This design comes from an exercise in tuning for small area on the open sky130 flow, not from production work.
Function was checked by simulation only, so behaviour that the tests miss may differ from the original.
Power and IR drop assume default switching activity.

==> design/flow/flow/run.sh <==
#!/bin/bash
# The standard layout (the standard.sh, unchanged synthesis) with two
# placement/CTS options changed through ORFS variables:
#  - port buffers are buf_1 instead of the default buffer cell;
#  - CTS uses clkbuf_4 sink buffers over clusters of 10 flip-flops and no
#    dummy loads.
# The ORFS step logs stay under orfs/logs; make's own output goes to
# standard.log.
set -e
export BUFFER_PORTS_ARGS="-buffer_cell sky130_fd_sc_hd__buf_1"
export CTS_ARGS="-sink_clustering_enable -repair_clock_nets -sink_clustering_size 10 -sink_clustering_max_diameter 50 -buf_list sky130_fd_sc_hd__clkbuf_4 -dont_use_dummy_load"
bash standard.sh > standard.log 2>&1
==> design/flow/standard.sh <==
#!/bin/bash
# synth_recipe.tcl (not shown) runs the flow's synth.tcl, then flattens the netlist and writes it again
# the make line also repeats each setting of config.mk as NAME=value (left out here)
make -C /OpenROAD-flow-scripts/flow DESIGN_CONFIG=/design/flow/config.mk WORK_HOME=/design/flow/orfs CLKGATE_MAP_FILE= SYNTH_SCRIPT=/design/flow/synth_recipe.tcl "${@:-finish}"
==> design/flow/config.mk <==
export PLATFORM = sky130hd
export DESIGN_NAME = top_pynq
export DESIGN_NICKNAME = top_pynq
export VERILOG_FILES = /design/flow/design.v
export SDC_FILE = /design/flow/constraint.sdc
export NUM_CORES = 4
export LEC_CHECK = 0
export CAP_MARGIN = 0
export CORE_MARGIN = 2
export CORE_UTILIZATION = 75
export CTS_BUF_LIST = sky130_fd_sc_hd__clkbuf_4
export CTS_CLUSTER_DIAMETER = 50
export CTS_CLUSTER_SIZE = 10
export SLEW_MARGIN = 0
export SYNTH_HIERARCHICAL = 1
export SYNTH_MINIMUM_KEEP_SIZE = 0
==> design/flow/constraint.sdc <==
create_clock -name core_clock -period 5.0 [get_ports {ACLK}]
set_input_delay 1.0000 -clock core_clock [delete_from_list [all_inputs] [get_ports {ACLK}]]
set_output_delay 1.0000 -clock core_clock [all_outputs]
set_load 0.01 [all_outputs]
==> design/flow/design.v <==
`timescale 1ns/1ps
module top_pynq (
    input  wire         ACLK,
    input  wire         ARESETN,
    input  wire [31:0]  AWADDR,
    input  wire         AWVALID,
    output reg          AWREADY,
    input  wire [31:0]  WDATA,
    input  wire [3:0]   WSTRB,
    input  wire         WVALID,
    output reg          WREADY,
    output wire [1:0]   BRESP,
    output wire         BVALID,
    input  wire         BREADY,
    input  wire [31:0]  ARADDR,
    input  wire         ARVALID,
    output reg          ARREADY,
    output wire [31:0]  RDATA,
    output wire [1:0]   RRESP,
    output reg          RVALID,
    input  wire         RREADY,
    output wire spi_sclk,
    output wire spi_mosi,
    input  wire spi_miso,
    output wire spi_cs,
    output reg  spi_dc,
    output reg  tft_reset
);
    assign BRESP = 2'b00;
    assign RRESP = 2'b00;
    reg [1:0] st;
    wire st_idle = (st == 2'b00);
    wire st_w    = (st == 2'b01);
    wire st_b    = (st == 2'b11);
    wire st_r    = (st == 2'b10);
    assign BVALID = st_b;
    reg aw_pending, w_pending;
    reg [1:0] awc;       
    reg [7:0] wbuf;      
    reg [3:0] arq;       
    wire full;
    wire empty;
    wire aw_take = st_idle & AWVALID & ~aw_pending;
    wire w_take  = st_idle & WVALID & ~w_pending;
    wire both    = aw_pending & w_pending;
    wire ar_take = st_idle & ARVALID & ~both;
    wire w_done  = st_w & ~full;
    wire r_done  = st_r & ~full;
    wire aw_ok = ~AWADDR[5] & ~AWADDR[2];
    wire [1:0] awc_in = aw_ok ? AWADDR[4:3] : 2'b10;
    always @(posedge ACLK or negedge ARESETN)
        if (!ARESETN) begin
            AWREADY    <= 1'b0;
            WREADY     <= 1'b0;
            ARREADY    <= 1'b0;
            RVALID     <= 1'b0;
            st         <= 2'b00;
            aw_pending <= 1'b0;
            w_pending  <= 1'b0;
        end else begin
            AWREADY <= aw_take;
            WREADY  <= w_take;
            ARREADY <= ar_take;
            if (r_done)
                RVALID <= 1'b1;
            else if (RREADY)
                RVALID <= 1'b0;
            case (st)
                2'b00: st <= both ? 2'b01 : ARVALID ? 2'b10 : 2'b00;
                2'b01: st <= full ? 2'b01 : 2'b11;
                2'b11: st <= BREADY ? 2'b00 : 2'b11;
                2'b10: st <= full ? 2'b10 : 2'b00;
            endcase
            if (aw_take) aw_pending <= 1'b1;
            else if (w_done) aw_pending <= 1'b0;
            if (w_take) w_pending <= 1'b1;
            else if (w_done) w_pending <= 1'b0;
        end
    always @(posedge ACLK) begin
        if (aw_take) awc <= awc_in;
        if (w_take)  wbuf <= WDATA[7:0];
        if (ar_take) arq <= ARADDR[5:2];
    end
    wire wr_fifo = st_w & (awc == 2'b00);
    wire wr_dc   = st_w & (awc == 2'b01);
    wire wr_tft  = st_w & (awc == 2'b11);
    always @(posedge ACLK)
        if (wr_dc) spi_dc <= wbuf[0];
    always @(posedge ACLK or negedge ARESETN)
        if (!ARESETN)
            tft_reset <= 1'b1;
        else if (wr_tft)
            tft_reset <= wbuf[0];
    reg [7:0] fe [0:15];
    reg [4:0] cnt;
    assign empty = (cnt == 5'd0);
    assign full  = cnt[4];
    wire push = wr_fifo & ~full;
    wire pop;
    integer i;
    always @(posedge ACLK)
        if (push) begin
            fe[0] <= wbuf;
            for (i = 1; i < 16; i = i + 1)
                fe[i] <= fe[i-1];
        end
    wire [5:0] cu, cd;
    assign cu[0] = push & ~pop;
    assign cd[0] = pop & ~push;
    genvar gc;
    generate
        for (gc = 0; gc < 5; gc = gc + 1) begin : g_cnt
            assign cu[gc+1] = cu[gc] & cnt[gc];
            assign cd[gc+1] = cd[gc] & ~cnt[gc];
            always @(posedge ACLK or negedge ARESETN)
                if (!ARESETN)
                    cnt[gc] <= 1'b0;
                else
                    cnt[gc] <= cnt[gc] ^ (cu[gc] | cd[gc]);
        end
    endgenerate
    localparam [2:0] N_IDLE = 3'd0, N_POP = 3'd1, N_LAUNCH = 3'd2,
                     N_START = 3'd3, N_DONE = 3'd4, N_IAD = 3'd5;
    reg        act;
    reg  [3:0] u;
    reg  [2:0] div;
    wire [2:0] n = u[3:1];
    wire clk_en = (div == 3'd0);
    assign pop = ~act & (n == N_LAUNCH);
    wire start = ~act & (n == N_START);
    wire done  = ~act & (n == N_DONE);
    always @(posedge ACLK or negedge ARESETN)
        if (!ARESETN)
            div <= 3'd0;
        else
            div <= {div[2] ^ (div[1] & div[0]), div[1] ^ div[0], ~div[0]};
    always @(posedge ACLK or negedge ARESETN)
        if (!ARESETN) begin
            act <= 1'b0;
            u   <= 4'd0;
        end else if (act) begin
            if (clk_en) begin
                if (u == 4'd15) begin
                    act <= 1'b0;
                    u   <= {N_DONE, 1'b0};
                end else
                    u <= u + 4'd1;
            end
        end else begin
            case (n)
                N_IDLE, N_IAD: u <= empty ? 4'd0 : {N_POP, 1'b0};
                N_POP:         u <= {N_LAUNCH, 1'b0};
                N_LAUNCH:      u <= {N_START, 1'b0};
                N_START:       begin act <= 1'b1; u <= 4'd0; end
                N_DONE:        u <= {N_IAD, 1'b0};
                default:       u <= 4'd0;
            endcase
        end
    assign spi_cs   = ~act;
    assign spi_sclk = act & u[0];
    reg  [7:0] sh;
    wire shift = act & clk_en & ~u[0] & (u[3:1] != 3'd0);
    wire sh_en = start | shift;
    wire [3:0] sel_lo = {cnt[1] & cnt[0], cnt[1] & ~cnt[0], ~cnt[1] & cnt[0], ~cnt[1] & ~cnt[0]} & {4{start}};
    wire [3:0] sel_hi = {cnt[3] & cnt[2], cnt[3] & ~cnt[2], ~cnt[3] & cnt[2], ~cnt[3] & ~cnt[2]};
    wire [15:0] sel;
    wire [7:0]  sh_d;
    genvar gs, gb;
    generate
        for (gs = 0; gs < 16; gs = gs + 1) begin : g_sel
            assign sel[gs] = sel_hi[gs/4] & sel_lo[gs%4];
        end
        for (gb = 0; gb < 8; gb = gb + 1) begin : g_shd
            wire [4:0] g;
            wire       sh_in = (gb == 0) ? 1'b0 : sh[(gb == 0) ? 0 : gb-1];
            sel_aoi222 u0 (.a1(sel[0]),  .a2(fe[0][gb]),  .b1(sel[1]),  .b2(fe[1][gb]),  .c1(sel[2]),  .c2(fe[2][gb]),  .y(g[0]));
            sel_aoi222 u1 (.a1(sel[3]),  .a2(fe[3][gb]),  .b1(sel[4]),  .b2(fe[4][gb]),  .c1(sel[5]),  .c2(fe[5][gb]),  .y(g[1]));
            sel_aoi222 u2 (.a1(sel[6]),  .a2(fe[6][gb]),  .b1(sel[7]),  .b2(fe[7][gb]),  .c1(sel[8]),  .c2(fe[8][gb]),  .y(g[2]));
            sel_aoi222 u3 (.a1(sel[9]),  .a2(fe[9][gb]),  .b1(sel[10]), .b2(fe[10][gb]), .c1(sel[11]), .c2(fe[11][gb]), .y(g[3]));
            sel_aoi222 u4 (.a1(sel[12]), .a2(fe[12][gb]), .b1(sel[13]), .b2(fe[13][gb]), .c1(sel[14]), .c2(fe[14][gb]), .y(g[4]));
            sel_final  u5 (.g(g[4:0]), .a1(sel[15]), .a2(fe[15][gb]), .b1(~start), .b2(sh_in), .y(sh_d[gb]));
        end
    endgenerate
    always @(posedge ACLK or negedge ARESETN)
        if (!ARESETN)
            sh[7] <= 1'b0;
        else if (sh_en)
            sh[7] <= sh_d[7];
    always @(posedge ACLK)
        if (sh_en)
            sh[6:0] <= sh_d[6:0];
    assign spi_mosi = sh[7];
    reg  [31:0] tx_count;
    wire [1:0]  tx_gc;       
    assign tx_gc[0] = done;
    assign tx_gc[1] = done & (&tx_count[15:0]);
    genvar gi, gk;
    generate
        for (gk = 0; gk < 2; gk = gk + 1) begin : g_txg
            wire [16:0] c;
            assign c[0] = tx_gc[gk];
            for (gi = 0; gi < 16; gi = gi + 1) begin : g_txc
                assign c[gi+1] = c[gi] & tx_count[16*gk+gi];
                always @(posedge ACLK or negedge ARESETN)
                    if (!ARESETN)
                        tx_count[16*gk+gi] <= 1'b0;
                    else
                        tx_count[16*gk+gi] <= tx_count[16*gk+gi] ^ c[gi];
            end
        end
    endgenerate
    wire dbg1 = act | (n == N_START) | (n == N_DONE) | (n == N_IAD);
    wire dbg0 = act | (n == N_LAUNCH) | (n == N_DONE) | (n == N_IAD);
    reg [31:3] rd_hi;
    reg [2:0]  rd_lo;
    wire a_dc  = (arq == 4'h2);
    wire a_flg = (arq == 4'h3);
    wire a_cnt = (arq == 4'h4);
    wire a_dbg = (arq == 4'h5);
    wire a_tft = (arq == 4'h6);
    wire [2:0] lo_in;
    assign lo_in[0] = (a_dc & spi_dc) | (a_flg & empty) | (a_cnt & tx_count[0]) |
                      (a_dbg & dbg0) | (a_tft & tft_reset);
    assign lo_in[1] = (a_cnt & tx_count[1]) | (a_dbg & dbg1);
    assign lo_in[2] = (a_cnt & tx_count[2]) | (a_flg & spi_dc);
    always @(posedge ACLK or negedge ARESETN)
        if (!ARESETN)
            rd_hi <= 29'd0;
        else if (r_done)
            rd_hi <= tx_count[31:3] & {29{a_cnt}};
    always @(posedge ACLK or negedge ARESETN)
        if (!ARESETN) begin
            rd_lo     <= 3'd0;
        end else if (r_done) begin
            rd_lo     <= lo_in;
        end
    assign RDATA = {rd_hi, rd_lo};
endmodule
module sel_aoi222 (
    input  wire a1, a2, b1, b2, c1, c2,
    output wire y
);
    assign y = ~((a1 & a2) | (b1 & b2) | (c1 & c2));
endmodule
module sel_final (
    input  wire [4:0] g,
    input  wire       a1, a2, b1, b2,
    output wire       y
);
    assign y = ~&g | (a1 & a2) | (b1 & b2);
endmodule
==> summary.txt, run 1 <==
Drt
  – Antenna-violating nets left: 0
  – Drt total wl: 14910 um
  – Initial DRC count: 608
  – Vias/cell: 6.607
  – Pre-antenna DRT Iters: 17
  – Remaining DRCs: 0
  – Drt wl/cell: 19.64 um
  – DR vias: 5015

Global routing
  – First-pass GRT wire length: 24520 um
  – Vias in the first global route: 4894
  – Maximum number of pins on one net before global-route repair: 53
  – Initial antenna violation count: 0
  – Aggregate global routing overflow: 0
  – Overall global routing resource usage: 0.2420

Yosys
  – Top FF cell, synth: edfxtp_1
  – Synth Area in Compound Gates: 0.1051
  – Leading area contributor after synthesis: edfxtp_1
  – Seq cells post-synth: 237
  – Synth area leaders: edfxtp_1 50%, dfrtp_1 24%, ha_1 4.9%
  – Most common cell in the synthesized netlist: edfxtp_1
  – Post-Synth Simple-Gate Area: 0.06280
  – Cell count after synthesis: 534
  – Async set-reset flop share out of synthesis: 0.3671
  – Synthesized cell area: 8926 um^2
  – EDFF count, synth: 150
  – Main combinational cell family by area after synthesis: compound AO/OA/AOI/OAI gates
  – Synth Area in XOR/XNOR: 0.009812
  – Mean Syn Cell Area: 16.72 um^2
  – Synth top area share: 0.5046
  – Post-synth top cells: 150 x edfxtp_1, 86 x dfrtp_1, 40 x a222oi_1, 37 x a22o_1, 35 x ha_1
  – Number of library cell types mapped by synthesis: 49
  – Post-Synth Adder-Cell Area: 0.04906
  – Ys Warns: 9
  – Multiplexer share of the synthesized area: 0.007149
  – Post-synthesis sequential area ratio: 0.7487

Worst setup path
  – Type of origin of the critical path: register
  – Reg2reg start: u[2]
  – WP data required: 5.49 ns
  – Worst-path cell chain: nand2b_1 > nor3_1 > nand2_1 > nor4_1 > ha_1 > ha_1 > ha_1 > ha_1 > ha_1 > ha_1 > ha_1 > ha_1 > ha_1 > ha_1 > ha_1 > ha_1 > ha_1 > ha_1 > ha_1 > xor2_1
  – Worst path slowest cell: dfrtp_1
  – CP dominant cell by count: ha_1
  – Crit path DAT: 4.51 ns
  – R2r worst-path depth: 20
  – Critical Path Max Stage Delay: 0.62 ns
  – Critical path fanouts, max: 14
  – Critical R2R Capture: tx_count[31]
  – R2r setup slk: 0.98 ns
  – CP Buf/Inv Count: 0
  – Critical Path End Type: register
  – Worst path top cell family by delay: adder cells
  – Critical path class: register to register

Floorplanning
  – Die W: 113.1 um
  – Die height: 113.1 um
  – Core Area: 11520 um^2
  – Boundary pin count: 154
  – Row Count: 39
  – Full die area: 12790 um^2
  – Initial core utilization: 0.7751

Power and ir drop
  – Tot Pwr: 3.854 mW
  – Leak pwr: 3.816 nW
  – Worst VDD drop: 327.6 uV
  – Pwr dens: 405.5 nW/um^2

Clock network
  – CTS tree: built
  – Htree depth: 1
  – Worst-skew pair later-pin latency: 0.62 ns
  – Clock Tree Buf Depth: 3
  – Reg clk slew, reported paths: 0.11 ns
  – Num CTS Buffers: 27
  – CTS root buf: clkbuf_4
  – Post_cts resized: 0
  – Post-CTS Setup Bufs: 0
  – CTS Hold Bufs: 0
  – Clock sink count: 237

Job
  – Max-cap violation count: 0

Hold path
  – Hold Path Class: primary input to async pin

Placed design
  – IO Port Bufs: 64
  – Post-DP HPWL: 10050 um
  – GPL Wtd Cong: 0.7971

Final layout
  – Area Overhead vs Synth: 6.462%
  – Ant diodes: 0
  – Reg area: 6683 um^2
  – Fillers: 596
  – Area of the multi-input gates: 2113 um^2
  – Layout cell share with drive strength beyond 1: 0.06981
  – Fin nets: 761

Timing
  – Slew headroom: 0.3988
  – Setup TNS: 0 ns
  – Crit path time final: 4.024 ns
  – Final setup fails: 0
  – Post-route clock period utilization: 0.8049
  – Slew @ Worst Pin: 0.8994 ns
  – Hold_ws: 0.3950 ns
  – Unrepaired setup endpoints after global routing: no
  – Highest clock rate: 248.5 MHz
  – Max-slew violation count: 0
  – Clk_skew: 0.03707 ns
  – Fin. Hold Viols: 0

Outcome
  – Status: timing/DRC/antenna clean
[per-layer routing]
metal  track usage  up-vias  part of all wire
met5             0        -                 0
met4       0.05935        0             0.022
met3       0.04178       36             0.073
met2        0.3697      215              0.46
met1        0.3770     2466              0.45
li1              -     2298                 -
[power breakdown]
part | internal, mW | switching [mW]
Combinational | 0.194 | 0.319
Sequential | 2.35 | 0.207
Clock | 0.248 | 0.535
[area by class of cell]
cell class | count | area share
inverters | 11 | 0.004608
repair buffers | 69 | 0.02962
well taps | 143 | 0.01883
multi-input cells | 272 | 0.2224
flip-flops and latches | 237 | 0.7032
clock buffers | 27 | 0.02133
[cells in the final DEF, fill, tap and decap left out, drive strengths merged, types with 5 or more instances in the layout]
master / instances
inv: 11
nand2: 25
dfrtp: 86
a21oi: 10
o21ai: 12
conb: 5
xor2: 8
clkbuf: 28
nand3: 12
ha: 35
nand2b: 6
buf: 68
edfxtp: 150
nor2: 22
a222oi: 40
or3: 11
a22o: 37
[worst max path at each step]
stage | slack, ns | startpoint | depth (start not counted) | end
after floorplan | 0.40 | st[0] | 8 | cnt[4]
after global placement | 1.06 | u[2] | 20 | tx_count[31]
after detailed placement | 0.97 | u[2] | 20 | tx_count[31]
after CTS | 0.93 | u[2] | 20 | tx_count[31]
after global routing | 0.65 | u[2] | 20 | tx_count[31]
final | 0.98 | u[2] | 20 | tx_count[31]
[Yosys stat by module, one instance, submodules excluded]
module | cells | area, um^2 | flip-flops and latches | times used
sel_aoi222 | 1 | 10.01 | 0 | 40
sel_final | 4 | 23.77 | 0 | 8
top_pynq | 462 | 8335 | 237 | 1
[state kept, by name, summed over array words and instances, names as in the netlist, 2 cells and up]
signal and count:
rd_lo 3, tx_count 32, div 3, st 2, awc 2, wbuf 8
u 4, sh 8, cnt 5, arq 4, fe 128, rd_hi 29
[stage by stage]
| stage | utilization | setup slack, ns | cells | instance area, um^2 |
|---|---|---|---|---|
| finish | 0.8252 | 0.9757 | 759 | 9503 |
| global route | 0.8252 | 0.6495 | 759 | 9503 |
| CTS | 0.8252 | 0.9270 | 759 | 9503 |
| detailed placement | 0.8076 | 0.9698 | 732 | 9300 |
| global placement | 0.8076 | 1.060 | 732 | 9300 |
| floorplan | - | 0.3965 | 538 | 8941 |
[cells by family (layout without fill, tap and decap cells)]
kind of cell,count (synthesis),after routing
compound gates,112,112
xor+xnor,10,10
fa+ha+maj,35,35
buf+inv,29,107
flops,237,237
mux,6,6
other cells,1,5
simple gates,104,104
==> run 2, diff against run 1 <==
--- a/design/flow/design.v
+++ b/design/flow/design.v
@@ -97,13 +97,22 @@
     assign full  = cnt[4];
     wire push = wr_fifo & ~full;
     wire pop;
-    integer i;
-    always @(posedge ACLK)
-        if (push) begin
-            fe[0] <= wbuf;
-            for (i = 1; i < 16; i = i + 1)
-                fe[i] <= fe[i-1];
-        end
+    wire npush = ~push;
+    genvar ge, gd;
+    generate
+        for (ge = 0; ge < 16; ge = ge + 1) begin : g_fe
+            for (gd = 0; gd < 8; gd = gd + 1) begin : g_fd
+                wire d;
+                if (ge == 0) begin : g0
+                    fifo_ao22 u (.a1(push), .a2(wbuf[gd]), .b1(npush), .b2(fe[ge][gd]), .y(d));
+                end else begin : gn
+                    fifo_ao22 u (.a1(push), .a2(fe[ge-1][gd]), .b1(npush), .b2(fe[ge][gd]), .y(d));
+                end
+                always @(posedge ACLK)
+                    fe[ge][gd] <= d;
+            end
+        end
+    endgenerate
     wire [5:0] cu, cd;
     assign cu[0] = push & ~pop;
     assign cd[0] = pop & ~push;
@@ -160,7 +169,7 @@
     assign spi_sclk = act & u[0];
     reg  [7:0] sh;
     wire shift = act & clk_en & ~u[0] & (u[3:1] != 3'd0);
-    wire sh_en = start | shift;
+    wire hold  = ~(start | shift);
     wire [3:0] sel_lo = {cnt[1] & cnt[0], cnt[1] & ~cnt[0], ~cnt[1] & cnt[0], ~cnt[1] & ~cnt[0]} & {4{start}};
     wire [3:0] sel_hi = {cnt[3] & cnt[2], cnt[3] & ~cnt[2], ~cnt[3] & cnt[2], ~cnt[3] & ~cnt[2]};
     wire [15:0] sel;
@@ -171,24 +180,27 @@
             assign sel[gs] = sel_hi[gs/4] & sel_lo[gs%4];
         end
         for (gb = 0; gb < 8; gb = gb + 1) begin : g_shd
-            wire [4:0] g;
-            wire       sh_in = (gb == 0) ? 1'b0 : sh[(gb == 0) ? 0 : gb-1];
+            wire [5:0] g;
             sel_aoi222 u0 (.a1(sel[0]),  .a2(fe[0][gb]),  .b1(sel[1]),  .b2(fe[1][gb]),  .c1(sel[2]),  .c2(fe[2][gb]),  .y(g[0]));
             sel_aoi222 u1 (.a1(sel[3]),  .a2(fe[3][gb]),  .b1(sel[4]),  .b2(fe[4][gb]),  .c1(sel[5]),  .c2(fe[5][gb]),  .y(g[1]));
             sel_aoi222 u2 (.a1(sel[6]),  .a2(fe[6][gb]),  .b1(sel[7]),  .b2(fe[7][gb]),  .c1(sel[8]),  .c2(fe[8][gb]),  .y(g[2]));
             sel_aoi222 u3 (.a1(sel[9]),  .a2(fe[9][gb]),  .b1(sel[10]), .b2(fe[10][gb]), .c1(sel[11]), .c2(fe[11][gb]), .y(g[3]));
             sel_aoi222 u4 (.a1(sel[12]), .a2(fe[12][gb]), .b1(sel[13]), .b2(fe[13][gb]), .c1(sel[14]), .c2(fe[14][gb]), .y(g[4]));
-            sel_final  u5 (.g(g[4:0]), .a1(sel[15]), .a2(fe[15][gb]), .b1(~start), .b2(sh_in), .y(sh_d[gb]));
+            if (gb == 0) begin : g_first
+                sel_final  u5 (.g(g[4:0]), .a1(sel[15]), .a2(fe[15][gb]), .b1(hold), .b2(sh[gb]), .y(sh_d[gb]));
+            end else begin : g_rest
+                sel_aoi222 u5 (.a1(sel[15]), .a2(fe[15][gb]), .b1(shift), .b2(sh[gb-1]), .c1(hold), .c2(sh[gb]), .y(g[5]));
+                sel_nand6  u6 (.a(g), .y(sh_d[gb]));
+            end
         end
     endgenerate
     always @(posedge ACLK or negedge ARESETN)
         if (!ARESETN)
             sh[7] <= 1'b0;
-        else if (sh_en)
+        else
             sh[7] <= sh_d[7];
     always @(posedge ACLK)
-        if (sh_en)
-            sh[6:0] <= sh_d[6:0];
+        sh[6:0] <= sh_d[6:0];
     assign spi_mosi = sh[7];
     reg  [31:0] tx_count;
     wire [1:0]  tx_gc;       
@@ -249,3 +261,15 @@
 );
     assign y = ~&g | (a1 & a2) | (b1 & b2);
 endmodule
+module sel_nand6 (
+    input  wire [5:0] a,
+    output wire       y
+);
+    assign y = ~&a;
+endmodule
+module fifo_ao22 (
+    input  wire a1, a2, b1, b2,
+    output wire y
+);
+    assign y = (a1 & a2) | (b1 & b2);
+endmodule
==> summary.txt, run 2 <==
Power and ir drop
  – Sw frac: 0.3079 (+0.03246)
  – Tot Pwr: 3.911 mW (+1.5%)
  – Worst VDD drop: 356.3 uV (+8.8%)
  – Clock power frac: 0.203 (about the same)
  – Pint: 2.707 mW (-3.1%)
  – Pwr dens: 422.8 nW/um^2 (+4.3%)
  – Flop pwr share: 0.634 (-0.030)
  – Combinational share of power: 0.163 (+0.030)
  – Leak pwr: 3.982 nW (+4.3%)
  – Switch Pwr: 1.204 mW (+13%)

Worst setup path
  – CP Buf/Inv Count: 0 (unchanged)
  – CP dominant cell by count: ha_1
  – Crit path DAT: 4.66 ns (+0.15 ns)
  – Critical Path Max Stage Delay: 0.58 ns (-0.04 ns)
  – Critical path fanouts, max: 13 (-1)
  – Type of origin of the critical path: register
  – Critical path class: register to register
  – WP data required: 5.51 ns (+0.02 ns)
  – Worst path top cell family by delay: adder cells
  – Critical Path End Type: register
  – Worst path slowest cell: dfrtp_1
  – R2r worst-path depth: 20 (unchanged)
  – Critical Path Stages: 20 (unchanged)
  – Worst-path cell chain: nand2b_1 > nor3_1 > nand2_1 > nor4_1 > ha_1 > ha_1 > ha_1 > ha_1 > ha_1 > ha_1 > ha_1 > ha_1 > ha_1 > ha_1 > ha_1 > ha_1 > ha_1 > ha_1 > ha_1 > xor2_1

Drt
  – Remaining DRCs: 0 (unchanged)
  – Drt wl/cell: 19.93 um (+1.5%)
  – Drt total wl: 17540 um (+18%)
  – Initial DRC count: 875 (+44%)
  – Pre-antenna DRT Iters: 9 (-8)
  – Vias/cell: 7.052 (+6.7%)
  – DR vias: 6206 (+24%)
  – Antenna-violating nets left: 0 (unchanged)

Floorplanning
  – Die height: 111.5 um (-1.4%)
  – Die W: 111.5 um (-1.4%)
  – Full die area: 12430 um^2 (-2.8%)
  – Initial core utilization: 0.7624 (-0.01269)
  – Core Area: 11370 um^2 (-1.3%)
  – Boundary pin count: 154 (unchanged)
  – Row Count: 39 (unchanged)

Clock network
  – CTS Hold Bufs: 0 (unchanged)
  – Post_cts resized: 0 (unchanged)
  – Clock sink count: 237 (unchanged)
  – Htree depth: 1 (unchanged)
  – Reg clk slew, reported paths: 0.10 ns (about the same)
  – Num CTS Buffers: 27 (unchanged)
  – Clock Tree Buf Depth: 3 (unchanged)
  – Worst-skew pair later-pin latency: 0.62 ns (about the same)
  – Post-CTS Setup Bufs: 0 (unchanged)
  – CTS root buf: clkbuf_4
  – CTS tree: built

Job
  – Max-cap violation count: 0 (unchanged)

Hold path
  – Hold Path Class: primary input to async pin

Placed design
  – Post-DP HPWL: 11580 um (+15%)
  – IO Port Bufs: 64 (unchanged)
  – GPL Wtd Cong: 0.8197 (+2.8%)

Final layout
  – Area of the multi-input gates: 3196 um^2 (+51%)
  – Most frequent cells in the layout: 158 x a22o_1, 135 x dfxtp_1, 86 x dfrtp_1
  – Layout cell share with drive strength beyond 1: 0.06106 (-0.008747)
  – Reg area: 5331 um^2 (-20%)
  – Max reg flops: 128 (unchanged)
  – Ant diodes: 0 (unchanged)
  – Regs by FF count: fe x128, tx_count x32, rd_hi x29
  – Largest Register: fe
  – Fillers: 709 (+19%)
  – Area Overhead vs Synth: 6.726%
  – Commonest non-fill, non-tap cell in the layout: a22o_1
  – Fin nets: 882 (+16%)

Global routing
  – Overall global routing resource usage: 0.2793 (+0.03731)
  – Vias in the first global route: 5916 (+21%)
  – Aggregate global routing overflow: 0 (unchanged)
  – Initial antenna violation count: 0 (unchanged)
  – Maximum number of pins on one net before global-route repair: 73 (+38%)
  – First-pass GRT wire length: 28990 um (+18%)

Timing
  – Clk_skew: 0.04209 ns (+0.005027 ns)
  – Unrepaired setup endpoints after global routing: no
  – Crit path time final: 4.148 ns (+0.1234 ns)
  – Max-slew violation count: 0 (unchanged)
  – Slew headroom: 0.3832 (-0.01558)
  – Setup TNS: 0 ns (unchanged)
  – Highest clock rate: 241.1 MHz (-3.0%)
  – Final setup fails: 0 (unchanged)
  – Slew @ Worst Pin: 0.9227 ns (+0.02330 ns)
  – Fin. Hold Viols: 0 (unchanged)
  – Post-route clock period utilization: 0.8295 (+0.02469)

Yosys
  – Synthesized cell area: 8668 um^2 (-2.9%)
  – EDFF count, synth: 15 (-90%)
  – Leading area contributor after synthesis: dfxtp_1
  – Post-synthesis sequential area ratio: 0.6150 (-0.1336)
  – Cell count after synthesis: 656 (+23%)
  – Seq cells post-synth: 237 (unchanged)
  – Top FF cell, synth: dfxtp_1
  – Mean Syn Cell Area: 13.21 um^2 (-21%)
  – Most common cell in the synthesized netlist: a22o_1
  – Async set-reset flop share out of synthesis: 0.3671 (unchanged)
  – Post-synth top cells: 158 x a22o_1, 135 x dfxtp_1, 86 x dfrtp_1, 47 x a222oi_1, 35 x ha_1
  – Number of library cell types mapped by synthesis: 49 (unchanged)
  – Synth area leaders: dfxtp_1 31%, dfrtp_1 25%, a22o_1 16%
  – Synth top area share: 0.3118 (-0.1928)
  – Ys Warns: 9 (unchanged)

Outcome
  – Status: timing/DRC/antenna clean
[run 2: changes by cell type after synthesis, moves of 3 or more]
cell      previous run  this run
dfxtp_1              0       135
edfxtp_1           150        15
a22o_1              37       158
or3_1               11         3
a222oi_1            40        47
and4_1               3        10
nand2_1             25        19
xor2_1               8         4
a21oi_1             10         7
clkbuf_1             8        11
nor3_1               3         6
[run 2: final cells by class]
cell class                 instances  share of cell area
inverter                          12            0.005004
tap                              143             0.01934
multi-input combinational        390              0.3454
clock buffer                      27             0.02191
sequential                       237              0.5763
timing repair buffer              71             0.03205
[run 2: power groups by stage]
stage | Clock (mW) | Combinational, mW | Sequential (mW)
6_report | 0.794 | 0.637 | 2.48
5_1_grt | 0.876 | 0.713 | 2.52
4_1_cts | 0.812 | 0.636 | 2.47
3_5_place_dp | 0 | 0.631 | 2.51
3_3_place_gp | 0 | 0.593 | 2.48
2_1_floorplan | 0 | 0.550 | 2.38
[run 2: path summary, 6_finish.rpt]
path / startpoint / endpoint / slack (ns)
worst min register to register: div[0] / div[0] / 0.47
max in group asynchronous: ARESETN / rd_hi[4] / 3.58
min in group core_clock: div[0] / div[0] / 0.47
worst max register to register: u[3] / tx_count[31] / 0.85
worst min-delay path: ARESETN / w_pending / 0.40
worst max-delay path: u[3] / tx_count[31] / 0.85
[run 2: Yosys stat by module (local to each module, per instance)]
module | cell area, um^2 | flip-flops and latches | copies in the design
sel_nand6 | 13.76 | 0 | 7
sel_aoi222 | 10.01 | 0 | 47
sel_final | 23.77 | 0 | 1
top_pynq | 6957 | 237 | 1
fifo_ao22 | 8.758 | 0 | 128
[run 2: cells by family after synthesis]
logic type                 after synthesis  synth area share
other                                    1         0.0004326
AOI/OAI and AO/OA                      241            0.2399
adders and majority gates               35           0.05052
and+or+nand+nor                         98           0.06236
muxes                                    4          0.004908
xor gates and xnor gates                 8          0.008082
buffers and inverters                   32           0.01876
DFF                                    237            0.6150
[run 2: layer usage]
metal	part of all wire	up-vias	GRT usage
li1	-	2818	-
met1	0.44	3084	0.4234
met2	0.47	280	0.4264
met4	0.014	0	0.08230
met3	0.081	24	0.04192
met5	0	-	0
[run 2: metrics by stage]
step	instances	area [um^2]	hold slack, ns	utilization	setup WS, ns
after CTS	880	9251	0.3709	0.8137	0.8213
after detailed placement	853	9049	0.4568	0.7959	0.8492
final	880	9251	0.4030	0.8137	0.8523
after global routing	880	9251	0.4081	0.8137	0.3999
after global placement	853	9049	0.4282	0.7959	1.090
after floorplan	659	8683	0.4182	-	0.5122

## static timing again, ports no longer ideal
The results above use ideal ports. As a check the final layouts listed here were re-extracted and re-timed, cells and wires unchanged. Step 1: set_driving_cell puts a clkbuf_16 on ACLK and a buf_2 on each other input, an assumption about the parent block. Step 2 times the ports against the registers' clock, not the clock port: input delays grow and output delays shrink by t, the midpoint of the rising clock arrivals with the driver on. a / b / c = ideal ports / drivers / drivers and shift; a / b = the first two.
| run | t (ns) | setup WS [ns] | clock arrival spread, ns | cell pins on the clock port's net |
|---|---|---|---|---|
| run 1 | 0.633 | 0.976 / 0.976 / 0.976 | 0.037 / 0.037 | 1 |
| run 2 | 0.633 | 0.852 / 0.852 / 0.852 | 0.053 / 0.053 | 1 |
After both steps every run listed still meets setup and hold.
